Source: an optimization exercise on an open RTL-to-GDS flow (aim: a short achievable clock period and few clock cycles). Production flows keep margins and buffers that such runs may drop. The RTL was checked by simulation tests, not by an equivalence proof against the original design. Power is estimated from default activity; no workload was simulated.

===== design.v =====
module alu (
    input [15:0] in_a,
    input [15:0] in_b,
    input [2:0] select,
    output reg [15:0] alu_out
);
  always @(*) begin
        case(select)
                3'b000: alu_out = in_a + in_b;
                3'b001: alu_out = in_a - in_b;
                3'b010: alu_out = in_a & in_b;
                3'b011: alu_out = in_a | in_b;
                3'b100: alu_out = in_a ^ in_b;
                3'b101: alu_out = (in_b < 16) ? in_a << in_b : 0;
                3'b110: alu_out = (in_b < 16) ? in_a >> in_b : 0;
                3'b111: alu_out = (in_a == in_b) ? 0 : ((in_a > in_b) ? 1 : 2);
        endcase
  end
endmodule
module mux (
    input wire [15:0] reg0,
    input wire [15:0] reg1,
    input wire [15:0] reg2,
    input wire [15:0] reg3,  
    input wire [15:0] reg4,
    input wire [15:0] reg5,
    input wire [15:0] reg6,
    input wire [15:0] reg7,
    input wire [15:0] imd,
    input wire [3:0] mux_sel,         
    output reg [15:0] out_data       
);
    always @(*) begin
        case (mux_sel)
            4'b0000: out_data = reg0;
            4'b0001: out_data = reg1;
            4'b0010: out_data = reg2;
            4'b0011: out_data = reg3;
            4'b0100: out_data = reg4;
            4'b0101: out_data = reg5;
            4'b0110: out_data = reg6;
            4'b0111: out_data = reg7;
            4'b1000: out_data = imd;
            default: out_data = 16'b0;   
        endcase
    end
endmodule
module register (
	input reset,
	input clk,
	input [15:0] d_in,
	input en,
	output reg [15:0] d_out 
);
	always @(posedge clk or posedge reset) begin
        if (reset) begin
            d_out <= 16'h0001;        
        end 
        else if (en) begin
            d_out <= d_in;         
        end
    end
endmodule
module pc (
    input wire reset,
	input wire clk,
	input wire [11:0] d_in,
	input wire en,
	output reg [11:0] d_out 
);
    always @(posedge clk or posedge reset) begin
        if (reset) begin
            d_out <= 12'd0;        
        end 
        else if (en) begin
            d_out <= d_in;         
        end
    end
endmodule
module branch(
    input [15:0] last_alu,
    input done,
    input [15:0] mem_out,
    input [11:0] pc_out,
    output reg [11:0] new_pc
);
    always @(*) begin
        new_pc = pc_out;
        if (done == 1) begin 
            new_pc = pc_out + 1;
            if (mem_out[1:0] == 2'b10) begin
                case(mem_out[3:2])
                    2'b00: begin 
                        if (last_alu == 16'd0) begin 
                            new_pc = mem_out[15:4];
                        end 
                    end
                    2'b01: begin 
                        if (last_alu == 16'd1) begin 
                            new_pc = mem_out[15:4];
                        end 
                    end
                    2'b10: begin 
                        if (last_alu == 16'd2) begin 
                            new_pc = mem_out[15:4];
                        end 
                    end
                    default: begin
                    end
                endcase
            end
        end 
    end 
endmodule
module control_unit (
    input clk,
    input rst,
    input run,
    input [15:0] reg_inst,
	output reg [2:0] alu_select,
    output reg [3:0] mux_select,
	output reg en_s,
	output reg en_c,
	output reg en_0,
	output reg en_1,
	output reg en_2,
	output reg en_3,
	output reg en_4,
    output reg en_5,
    output reg en_6,
    output reg en_7,
	output reg en_i,
	output reg done,   
    output reg [15:0] immediate
);
parameter s1 = 3'b000, s2 = 3'b001, s3 = 3'b010, s4 = 3'b011, s5 = 3'b100, s6 = 3'b101, s7 = 3'b110; 
reg [2:0] current_state, next_state;
always @(posedge clk or posedge rst) begin
    if (rst) begin
        current_state <= s2;
    end else begin
        current_state <= next_state;
    end
end
    always @(*) begin
        next_state = current_state;
        case (current_state)
            s2: begin
                next_state = s3;
            end
            s3: begin
                next_state = s4;
            end
            s4: begin
                next_state = s5;
            end
            s5: begin 
                next_state = s6;
            end
            s6: begin
                next_state = s7;
            end
            s7: begin
                next_state = s2;
            end
            default: begin
                next_state = s2;
            end
        endcase
    end
    always @(*) begin
        en_c = 0; 
        en_s = 0; 
        en_i = 0; 
        en_0 = 0; en_1 = 0; en_2 = 0; en_3 = 0; en_4 = 0; en_5 = 0; en_6 = 0; en_7 = 0;
        mux_select = 0; alu_select = 0;
        done = 0;
        immediate = 0;
        case (current_state)
            s2: begin
            end
            s3: begin
            end
            s4: begin
                en_i = 1;
            end
            s5: begin
                en_s = 1;
                if (reg_inst[1:0] < 2) begin
                    mux_select = {1'b0, reg_inst[15:13]};
                end 
            end
            s6: begin
                en_c = (reg_inst[1:0] < 2);  
                if (run == 1) begin 
                    case(reg_inst[1:0])
                        2'b00: begin 
                            mux_select = {1'b0, reg_inst[12:10]};  
                            alu_select = reg_inst[4:2];
                        end
                        2'b01: begin 
                            immediate = {8'd0, reg_inst[12:5]}; 
                            mux_select = 4'b1000;   
                            alu_select = reg_inst[4:2];
                        end   
                    endcase
                end
            end
            s7: begin
                if (reg_inst[1:0] < 2) begin
                    case (reg_inst[15:13])
                        3'b000: en_0 = 1;
                        3'b001: en_1 = 1;
                        3'b010: en_2 = 1;
                        3'b011: en_3 = 1;
                        3'b100: en_4 = 1;
                        3'b101: en_5 = 1;
                        3'b110: en_6 = 1;
                        3'b111: en_7 = 1;
                    endcase
                end
                done = 1;
            end
        endcase
    end
endmodule
module bitty_core (
    input clk,
    input rst,
    input [15:0] instr,
    input run,
    output done,
    output [15:0] out_C,
    output [2:0] out_rx
);
    wire en_s, en_c, en_0, en_1, en_2, en_3, en_4, en_5, en_6, en_7, en_i; 
    wire [15:0] to_control, mux_out, to_ina, out_to_regC, immediate;
    wire [2:0] sel_to_alu; 
    wire [3:0] sel_to_mux;
    wire [15:0] reg0, reg1, reg2, reg3, reg4, reg5, reg6, reg7; 
    register reg_i(
        .d_in(instr),
        .reset(rst),
        .clk(clk),
        .en(en_i),
        .d_out(to_control)
    );
    control_unit Control(
        .clk(clk), 
        .rst(rst), 
        .run(run), 
        .reg_inst(to_control),
        .alu_select(sel_to_alu), 
        .mux_select(sel_to_mux), 
        .en_i(en_i), 
        .en_s(en_s), 
        .en_c(en_c), 
        .en_0(en_0), 
        .en_1(en_1), 
        .en_2(en_2), 
        .en_3(en_3), 
        .en_4(en_4), 
        .en_5(en_5), 
        .en_6(en_6), 
        .en_7(en_7), 
        .done(done),
        .immediate(immediate)
    );
    register reg_s(
        .d_in(mux_out), 
        .reset(rst), 
        .clk(clk), 
        .en(en_s),
        .d_out(to_ina)
    );
    alu alu_inst(
        .in_a(to_ina), 
        .in_b(mux_out), 
        .select(sel_to_alu), 
        .alu_out(out_to_regC)
    );
    register reg_c(
        .d_in(out_to_regC), 
        .reset(rst), 
        .clk(clk), 
        .en(en_c), 
        .d_out(out_C)
    );
    register reg_0(
        .d_in(out_C), 
        .reset(rst), 
        .clk(clk), 
        .en(en_0), 
        .d_out(reg0));
    register reg_1(
        .d_in(out_C), 
        .reset(rst), 
        .clk(clk), 
        .en(en_1), 
        .d_out(reg1)
    );
    register reg_2(
        .d_in(out_C), 
        .reset(rst), 
        .clk(clk), 
        .en(en_2), 
        .d_out(reg2));
    register reg_3(
          .d_in(out_C), .reset(rst), .clk(clk), .en(en_3), 
          .d_out(reg3));
    register reg_4(
          .d_in(out_C), .reset(rst), .clk(clk), .en(en_4), 
          .d_out(reg4));
    register reg_5(
          .d_in(out_C), .reset(rst), .clk(clk), .en(en_5), 
          .d_out(reg5));
    register reg_6(
          .d_in(out_C), .reset(rst), .clk(clk), .en(en_6), 
          .d_out(reg6));
    register reg_7(
          .d_in(out_C), .reset(rst), .clk(clk), .en(en_7), 
          .d_out(reg7));
    mux mux_inst(
          .reg0(reg0), .reg1(reg1), .reg2(reg2), .reg3(reg3), .reg4(reg4), .reg5(reg5), .reg6(reg6), .reg7(reg7),
          .mux_sel(sel_to_mux), .imd(immediate),
          .out_data(mux_out));
    assign out_rx = to_control[15:13];
endmodule
module ifu(
    input clk,
    input reset,
    input en_pc,
    input done,
    input [15:0] last_alu,
    input [15:0] imem_data,
    output [11:0] imem_addr,
    output [15:0] instruction
);
    wire [11:0] current_address;  
    wire [11:0] next_address;
    assign instruction = imem_data;
    assign imem_addr = current_address;
    branch BranchLogic(
        .last_alu(last_alu),
        .done(done),
        .mem_out(instruction),
        .pc_out(next_address),
        .new_pc(current_address)
    );
    pc ProgramCounter(
        .clk(clk), 
        .reset(reset), 
        .en(en_pc), 
        .d_in(current_address), 
        .d_out(next_address)
    );
endmodule
module core (
    input clk,
    input reset,
    output [11:0] imem_addr,
    input [15:0] imem_data,
    output wb_valid,
    output [2:0] wb_reg,
    output [15:0] wb_data
);             
    wire bitty_core_done;
    wire [15:0] last_alu_result;
    wire [15:0] instruction;
    wire runny;
    assign runny = instruction[1:0] != 2'b10;
    ifu ifu_inst (
        .clk(clk),
        .reset(reset),
        .en_pc(bitty_core_done),
        .done(bitty_core_done),
        .last_alu(last_alu_result),
        .imem_data(imem_data),
        .imem_addr(imem_addr),
        .instruction(instruction)     
    );
    bitty_core bitty_core_inst (
        .clk(clk),
        .rst(reset),
        .instr(instruction),
        .run(runny),
        .done(bitty_core_done),
        .out_C(last_alu_result),
        .out_rx(wb_reg)
    );
    assign wb_valid = bitty_core_done && (instruction[1] == 1'b0);
    assign wb_data = last_alu_result;
endmodule

===== run.sh =====
#!/bin/bash
# synth_recipe.tcl (not shown) runs the flow's synth.tcl, then flattens the netlist and writes it again
# the make line also repeats each setting of config.mk as NAME=value (left out here)
make -C /OpenROAD-flow-scripts/flow DESIGN_CONFIG=/design/flow/config.mk WORK_HOME=/design/flow/orfs CLKGATE_MAP_FILE= SYNTH_SCRIPT=/design/flow/synth_recipe.tcl finish

===== config.mk =====
export PLATFORM = sky130hd
export DESIGN_NAME = core
export DESIGN_NICKNAME = core
export VERILOG_FILES = /design/flow/design.v
export SDC_FILE = /design/flow/constraint.sdc
export NUM_CORES = 4
export LEC_CHECK = 0
export CAP_MARGIN = 20
export CORE_MARGIN = 2
export CORE_UTILIZATION = 40
export SLEW_MARGIN = 20

===== constraint.sdc =====
create_clock -name core_clock -period 6.0 [get_ports {clk}]
set_input_delay 1.2000 -clock core_clock [delete_from_list [all_inputs] [get_ports {clk}]]
set_output_delay 1.2000 -clock core_clock [all_outputs]
set_load 0.01 [all_outputs]

==> impl_results.md <==
- Status: no timing/DRC/antenna violations
- Total Die Area: 33640 sq um
- Worst skew pair latency: between 0.4 and 0.5 ns
- Core area: 31640 sq um
- Post-DR wirelength/cell: 24.94 um
- Clk slew on worst S/H paths: 0.08 ns
- Sink Count: 191
- Register-to-register setup slack: 0.26 ns
- Largest net degree at the start of global routing: 151
- Worst Setup End Kind: flip-flop
- Die W: 183.4 um
- Hold Crit Class: flip-flop to flip-flop
- Worst r2r src: bitty_core_inst.Control.current_state[2]$_DFF_PP0_
- Synth area leaders: dfrtp_1, mux2_2, ha_1, o21ai_0, a21oi_1
- Row cnt: 65
- RSZ-0062 raised after global routing: no
- Fin. Hold Viols: 0
- GRT overflow: 0
- Slew HR: 26.48%
- HPWL after DPL: 35290 um
- H-tree depth: 4
- Top cell type's share of synthesized area: 34.79%
- Slew Limit Fails: 0
- Initial Utilization: just over 40%
- Clock root cell: clkbuf_16
- Total Neg Setup Slack: 0 ns
- Count of input and output buffers: 49
- Critical hold path startpoint: bitty_core_inst.reg_5.d_out[5]$_DFFE_PP0P_
- Final core utilization: 48.33%
- Final setup viols: 0
- Pre-CTS setup slack: -0.5056 ns
- Layout cells sized above 1: 25.44%
- Vias: 11960
- Synth Flop Type: dfrtp_1
- Worst Reg-to-Reg Cells: 23
- Period utilization: 97.10%
- Synthesized flop and latch total: approximately 190
- Vias per cell: about 6
- Least-Margin Pin Slew: 1.100 ns
- Gp weighted congestion: 1.040
- R2r endpoint: bitty_core_inst.reg_c.d_out[15]$_DFFE_PP0P_
- Final WS setup: 0.1742 ns
- TritonRoute pass-1 iters: 6
- Warnings, synthesis: 6
- Sequential share of the synthesized area: 37.24%
- Net count after synthesis: 1477
- Post-synth EDFFs: 0
- Max Root-Sink Buffers: 2
- Hold Path End: bitty_core_inst.reg_5.d_out[5]$_DFFE_PP0P_
- Detail Route Antenna Nets: 0
- Initial antenna violation count: 1
- Final nets: 1601
- Avg Cell Area, Syn: 9.195 sq um
- Global-route wire length before repair: 72930 um
- Drt initial violations: around 1200
- CTS tree: done
- IO Pins: 50
- Leak: ~6.7 nW
- Fin crit period: roughly 6 ns
- Max-Cap Viols: 0
- CP Launch Type: primary input
- TritonCTS Buffers: 17
- Fmax: 171.6 MHz
- Drt total wl: 48360 um
- Hold_buf cts: 0
- DR DRC count: 0
- Hold depth: 2
- Dominant cell type by area after synthesis: dfrtp_1
- Finished Layout Cells: 1939
- Cell count after synthesis: 1400
- Die extent in y: 183.4 um
- ANT cells: 0
- CP Class: primary input to flip-flop
- Syn-to-layout area delta: 18.76%
- Netlist cell types: 96
- Final Skew: between 0.015 and 0.02 ns
- Critical Path RT: about 6.3 ns
- Arrival time at the worst endpoint: 6.16 ns
- Power Dens Cells: between 200 and 300 nW/um^2
- Placed insts: 1906
- Post-synthesis async set-or-reset flop share: 100.0%
- Vias in the first global route: 11560
- VDD IR-drop max: 0.0002216 V
- Mapped Area: 12870 sq um
- Crit-path max FO: 5
- Gr usage total: 29.15%
## state kept, by name, indices dropped and copies added (netlist names)
signal,count
bitty_core_inst.reg_0.d_out,16
bitty_core_inst.reg_1.d_out,16
bitty_core_inst.reg_2.d_out,16
bitty_core_inst.reg_3.d_out,16
bitty_core_inst.reg_4.d_out,16
bitty_core_inst.reg_5.d_out,16
bitty_core_inst.reg_6.d_out,16
bitty_core_inst.reg_7.d_out,16
bitty_core_inst.reg_c.d_out,16
bitty_core_inst.reg_i.d_out,16
bitty_core_inst.reg_s.d_out,16
ifu_inst.ProgramCounter.d_out,12
bitty_core_inst.Control.current_state,3
## per-stage QoR
stage	hold slack (ns)	power [mW]	area (sq um)
floorplan	0.4444	2.408	12910
global placement	0.4611	2.972	14630
detailed placement	0.4737	2.982	14640
CTS	0.4896	4.142	15220
global route	0.5164	4.356	15290
finish	0.4857	4.148	15290
## worst max-delay path: stages
cell            delay, ns
dlymetal6s2s_1       0.19
nor2b_4              0.18
o31a_1               0.35
buf_4                0.16
o211ai_1             0.16
nor3_1               0.07
buf_4                0.14
a2111o_1             0.33
nor2_2               0.16
inv_2                0.07
ha_1                 0.18
or2_2                0.31
a221oi_2             0.25
buf_4                0.15
o41ai_1              0.10
o41ai_1              0.39
buf_4                0.17
nor4_1               0.04
buf_4                0.14
o41a_1               0.42
o21ai_1              0.15
o31ai_1              0.10
nor4bb_1             0.36
buf_4                0.18
a41o_1               0.16
a21oi_1              0.04
## what timing repair did
action | 4_1_cts | 5_1_grt
setup buffers | 0 | 1
resized for setup | 3 | 15
cloned | 0 | 0
pin swaps | 1 | 3
endpoints found under the setup margin | 1 | 5
## kinds of logic (layout without fill, tap and decap cells)
group                    after synthesis  after routing  synth area share, %
flip-flops                           191            191                37.24
multiplexers                         167            167                14.41
XOR/XNOR                              19             19                1.293
buffers and inverters                151            288                4.966
adder cells (fa/ha/maj)               59             59                5.851
AO/OA/AOI/OAI                        399            399                19.94
AND/OR/NAND/NOR                      414            414                16.29
## synthesized netlist by cell type, types with 8 or more instances
| cell type | n |
|---|---|
| dfrtp_1 | 179 |
| mux2_2 | 146 |
| o21ai_0 | 113 |
| a21oi_1 | 112 |
| nand2_1 | 103 |
| nor2_1 | 95 |
| nand3_1 | 60 |
| clkbuf_1 | 57 |
| ha_1 | 57 |
| inv_1 | 50 |
| nor3_1 | 42 |
| mux2i_1 | 20 |
| and3_1 | 18 |
| buf_2 | 18 |
| nor2b_1 | 17 |
| a22oi_1 | 15 |
| o22ai_1 | 14 |
| xnor2_1 | 13 |
| a221oi_1 | 12 |
| a31oi_1 | 12 |
| dfstp_2 | 12 |
| nor4_1 | 12 |
| buf_1 | 11 |
| nand4_1 | 11 |
| o211ai_1 | 11 |
| o221ai_1 | 11 |
| a211oi_1 | 9 |
| nand2b_1 | 8 |
| nor3b_1 | 8 |
| o31ai_1 | 8 |
| or3_1 | 8 |
## how the worst max path moves through the flow
stage                                                        from                                     endpoint  depth (start not counted)
6_report                                             imem_data[1]  bitty_core_inst.reg_c.d_out[15]$_DFFE_PP0P_                         26
3_3_place_gp                                         imem_data[1]  bitty_core_inst.reg_c.d_out[15]$_DFFE_PP0P_                         26
4_1_cts                                              imem_data[1]  bitty_core_inst.reg_c.d_out[15]$_DFFE_PP0P_                         26
2_1_floorplan                                        imem_data[1]  bitty_core_inst.reg_c.d_out[13]$_DFFE_PP0P_                         25
5_1_grt        bitty_core_inst.Control.current_state[2]$_DFF_PP0_  bitty_core_inst.reg_c.d_out[13]$_DFFE_PP0P_                         19
3_5_place_dp                                         imem_data[1]  bitty_core_inst.reg_c.d_out[15]$_DFFE_PP0P_                         24
## final cells by class
class / instances / area, sq um
Sequential cell: 191 / 4795
Multi-Input combinational cell: 1058 / 7545
Fill cell: 3076 / 16350
Inverter: 54 / 206.4
Clock buffer: 19 / 452.9
Tap cell: 402 / 503.0
Timing Repair Buffer: 202 / 1664
Clock inverter: 13 / 122.6
## layer usage
layer | up-vias | GRT usage, % | wire [um]
li1 | 5384 | - | -
met4 | 0 | 9.344 | 1438
met1 | 5931 | 42.03 | 21700
met3 | 88 | 6.771 | 4478
met5 | - | 0 | 0
met2 | 557 | 43.02 | 20740
## power by group
| part | leakage (nW) | total, mW | switching, mW | internal [mW] |
|---|---|---|---|---|
| Clock | 0.279 | 1.14 | 0.574 | 0.571 |
| Combinational | 3.91 | 1.30 | 0.704 | 0.598 |
| Sequential | 2.46 | 1.70 | 0.242 | 1.46 |
| Total | 6.65 | 4.15 | 1.52 | 2.63 |
## placed cells by master (no fill, tap or decap), drive strengths merged, types with 11 or more instances in the layout
cell / netlist / layout
nor4: 14 / 14
nor3: 42 / 42
dfstp: 12 / 12
nor2b: 17 / 17
xnor2: 13 / 13
nor2: 100 / 100
mux2: 147 / 147
mux2i: 20 / 20
a21oi: 112 / 112
o221ai: 15 / 15
nand4: 12 / 12
buf: 39 / 153
ha: 57 / 57
inv: 53 / 58
o211ai: 11 / 11
dfrtp: 179 / 179
nand3: 60 / 60
and3: 18 / 18
o21ai: 120 / 120
clkdlybuf4s50: 0 / 47
a31oi: 12 / 12
a22oi: 15 / 15
a221oi: 13 / 13
clkbuf: 58 / 19
o22ai: 14 / 14
nand2: 104 / 104
Testbench counts, summed over its fixed seeds: cycles 544,020.

==> separate check: timing with driven ports <==
The flow's constraints put no driver on any port. The routed layout listed below was extracted and timed again, unchanged, in two steps. Step 1: set_driving_cell puts a clkbuf_16 on clk and a buf_2 on each other input, an assumption about the parent block. Step 2 times the ports against the registers' clock, not the clock port: input delays grow and output delays shrink by t, the midpoint of the rising clock arrivals with the driver on. Slacks: ideal ports / drivers / drivers and shift; pairs: ideal ports / drivers.
t (ns): 0.498
setup WS [ns]: 0.174 / 0.208 / -0.291
worst setup path at the end: input to register
latest minus earliest clock arrival (ns): 0.017 / 0.017
cell pins on the clock port's net: 1
Met with ideal ports but missed after step 2: setup timing in this run. The setup slack of this run moves by +0.034 ns with the drivers and by -0.465 ns with both steps.
